This design comes from an exercise in tuning for small area and a short achievable clock period on the open sky130 flow, not from production work.
In this exercise RTL edits were held to simulation tests only and were not proved equivalent to the original.

$ cat flow/constraint.sdc
create_clock -name core_clock -period 8.0 [get_ports {clk}]
set_input_delay 1.6000 -clock core_clock [delete_from_list [all_inputs] [get_ports {clk}]]
set_output_delay 1.6000 -clock core_clock [all_outputs]
set_load 0.01 [all_outputs]
$ cat flow/design.v
module MatMul4x4_FP16 (
    input clk,
    input rst,
    input [255:0] A,
    input [255:0] B,
    output [511:0] C
);
    reg signed [31:0] Cr [0:3][0:3];
    integer i, j, k;
    always @(posedge clk or posedge rst) begin
        if (rst) begin
            for (i = 0; i < 4; i = i + 1)
                for (j = 0; j < 4; j = j + 1)
                    Cr[i][j] <= 0;
        end else begin
            for (i = 0; i < 4; i = i + 1)
                for (j = 0; j < 4; j = j + 1)
                    for (k = 0; k < 4; k = k + 1)
                        Cr[i][j] <= Cr[i][j] + $signed(A[(i*4+k)*16 +: 16]) * $signed(B[(k*4+j)*16 +: 16]);
        end
    end
    genvar gi, gj;
    generate
        for (gi = 0; gi < 4; gi = gi + 1) begin : g_row
            for (gj = 0; gj < 4; gj = gj + 1) begin : g_col
                assign C[(gi*4+gj)*32 +: 32] = Cr[gi][gj];
            end
        end
    endgenerate
endmodule
$ cat flow/run.sh
#!/bin/bash
# synth_recipe.tcl (not shown) runs the flow's synth.tcl, then flattens the netlist and writes it again
# the make line also repeats each setting of config.mk as NAME=value (left out here)
make -C /OpenROAD-flow-scripts/flow DESIGN_CONFIG=/design/flow/config.mk WORK_HOME=/design/flow/orfs CLKGATE_MAP_FILE= SYNTH_SCRIPT=/design/flow/synth_recipe.tcl finish
$ cat flow/config.mk
export PLATFORM = sky130hd
export DESIGN_NAME = MatMul4x4_FP16
export DESIGN_NICKNAME = MatMul4x4_FP16
export VERILOG_FILES = /design/flow/design.v
export SDC_FILE = /design/flow/constraint.sdc
export NUM_CORES = 4
export LEC_CHECK = 0
export CAP_MARGIN = 20
export CORE_MARGIN = 2
export CORE_UTILIZATION = 40
export SLEW_MARGIN = 20
==> flow_summary.toml <==
[status]
status = "finished clean"

[timing]
slew_viol_final = 0
worst_pin_slew_ns = 0.917
fmax_ghz = 0.136
rsz0062_at_grt = "false"
hold_viol = 0
finalHoldWorstSlack_ns = 0.507
maxSlewHeadroom_pct = 38.1
setup_violations = 0
fin_tns_setup_ns = 0
finClkSkew_ns = 0.0747
fin_crit_sh_pct = 92.1
period_needed_ns = 7.36

[placement]
io_buffers = 641
dp.cells = 26600
gp_congestion = 0.866
dp_hpwl_um = 445000

[synthesis]
syn_area_um2 = 187000
synth-main-ff-cell = "dfrtp_1"
async_flop_share_pct = 100
ys_types = 84
netlist_instances = 19700
avgSynthCellArea_um2 = 9.49
synth_nets = 26400
ys.warnings.count = 2
ys_ff_latch = 512
ys_seq_area_share_pct = 6.87
synth_edf_count = 0

[grt]
first_global_vias = 143000
grt_overflow = 0
antenna_found_initial = 64
grt.total_usage_pct = 22.9
grt_max_degree = 95
grt_pass1_wl_um = 834000

[layout]
syn_to_final_growth_pct = 12.5
final_cell_count_no_fill = 26800
fin_nets = 27300
largest_reg_flops = 512
largest_register = "Cr"
post-route-util_pct = 45.2
nFillCells = 44700
reg_top3 = "Cr: 512 flops"
drive_gt1_share_pct = 6.41

[setup_path]
critPathLaunch = "B[226]"
worstPathArrival_ns = 8.09
cp-start-kind = "input pin"
critical_path.max_fanout = 29
path_class = "input pin to flip-flop"
endpoint_kind = "flip-flop"
r2r_start = "Cr[4][15]"
required_ns = 8.72

[detailed_routing]
totalWireLength_um = 520000
via_per_inst = 4.85
drt-initial-drc-count = 6453
num_vias = 130000
dr.pass1.iters = 6
antenna_left = 0
avgRoutedWirePerCell_um = 19.4
post-route-drc-count = 0

[clocking]
clk_pin_slew_ns = 0.05
insertion_delay_ns = 0.89
cts_hold_buf = 0
numCtsBuffers = 91
cts.sinks = 512
htreeDepth = 3
clockBufferDepth = 4
cts_setup_buffers = 0
root_buffer = "clkbuf_16"
cts_tree = "built"
cts-resized-gates = 0

[floorplanning]
ioPinCount = 1026
fp.dieH_um = 687
die_w_um = 687
rows = 250
initial_core_util_pct = 40.2
die_area_um2 = 472000
core_region_area_um2 = 464000

[hold_path]
holdCritStartpoint = "Cr[1][0]"
hp-class = "flip-flop to flip-flop"

[job]
max_cap_violations = 0
-- cell usage in the layout, fill, tap and decap left out, types with 199 or more instances in the layout --
| master | count |
|---|---|
| dfrtp_1 | 512 |
| ha_1 | 1568 |
| a21oi_1 | 330 |
| buf_4 | 850 |
| inv_1 | 5356 |
| nand2_1 | 2077 |
| fa_1 | 4672 |
| clkdlybuf4s50_1 | 514 |
| nor2_1 | 411 |
| and2_1 | 1950 |
| xnor2_1 | 493 |
| a21o_1 | 199 |
-- cell usage after synthesis (all sizes together), types with 28 or more instances --
library cell     n  area, µm²
a211oi          39        293
a21o           199       1490
a21oi          330       1650
a31oi           30        188
and2          1950      12200
and3            31        195
clkbuf         894       3360
dfrtp          512      12800
fa            4672      93500
ha            1568      19600
inv           5361      20100
nand2         2077       7800
nand2b         120        751
nand3           63        315
nand4           28        175
nor2           411       1540
nor2b           51        319
nor3            77        390
o21a            69        526
o21ai          192        965
o21bai          52        390
xnor2          493       4320
xor2           126       1100
-- stage by stage --
stage                     worst slack, ns  instance area, µm²
after floorplan                    -0.552              187000
after global placement             -0.171              207000
after detailed placement           -0.229              207000
after CTS                           0.739              210000
after global routing                0.459              210000
final                               0.636              210000
-- worst max-delay path, stage by stage --
cell and delay (ns):
buf_2 0.11, buf_12 0.20, buf_12 0.22, nand2_1 0.10, fa_1 0.53, fa_1 0.51
fa_1 0.51, inv_1 0.05, fa_1 0.51, fa_1 0.49, inv_1 0.05, fa_1 0.47
inv_1 0.04, ha_1 0.28, nand2_1 0.07, or2_1 0.25, nor2_1 0.29, nand3_1 0.18
a211oi_1 0.37, buf_4 0.20, o31ai_1 0.11, a21oi_1 0.27, o21a_1 0.25, mux2i_1 0.21
nand4_1 0.11
-- logic make-up after synthesis --
| group | Yosys count | synth area share (%) |
|---|---|---|
| buf+inv | 6274 | 12.6 |
| fa+ha+maj | 6240 | 60.6 |
| simple gates | 4897 | 13.0 |
| compound gates | 1106 | 3.87 |
| xor+xnor | 619 | 2.91 |
| flops | 512 | 6.87 |
| mux | 11 | 0.0597 |
-- per-layer routing --
metal  vias to the layer above  global-route usage (%)  routed length [µm]
li1                      58200                       -                   -
met1                     68000                    31.3              224000
met2                      2949                    38.0              247000
met3                       576                    4.12               33700
met4                        18                    5.53               14500
met5                         -                       0                 104
-- final timing paths --
check	depth (start not counted)	end	slack, ns
setup / recovery	25	Cr[14][31]	0.64
hold / removal	1	Cr[1][0]	0.51
setup reg to reg	21	Cr[4][30]	2.08
hold reg to reg	1	Cr[1][0]	0.51
max in group asynchronous	4	Cr[2][5]	5.16
min in group asynchronous	2	Cr[10][6]	1.23
-- final cells by class --
class	count	area [µm²]	share of cell area (%)
inverters	5362	20100	9.59
diodes	16	40.0	0.0191
clock inverters	36	527	0.251
flip-flops and latches	512	12800	6.10
clock buffers	124	2570	1.23
repair buffers	1661	15900	7.58
multi-input cells	12900	150000	71.6
well taps	6174	7720	3.68

==> what the ideal ports hide <==
The results above use ideal ports. As a check the final layout listed here was re-extracted and re-timed, cells and wires unchanged. Step 1: set_driving_cell puts a clkbuf_16 on clk and a buf_2 on each other input, an assumption about the parent block. Step 2 times the ports against the registers' clock, not the clock port: input delays grow and output delays shrink by t, the midpoint of the rising clock arrivals with the driver on. Slacks: ideal ports / drivers / drivers and shift; pairs: ideal ports / drivers.
shift t [ns]: 0.958
slack for setup (ns): 0.636 / 0.647 / -0.311
worst setup path after step 2: input to register
latest minus earliest clock arrival (ns): 0.098 / 0.098
worst slew at a driven data input, ns: 0.34
Met with ideal ports but missed after step 2: setup timing in this run. The setup slack of this run moves by +0.011 ns with the drivers and by -0.947 ns with both steps.
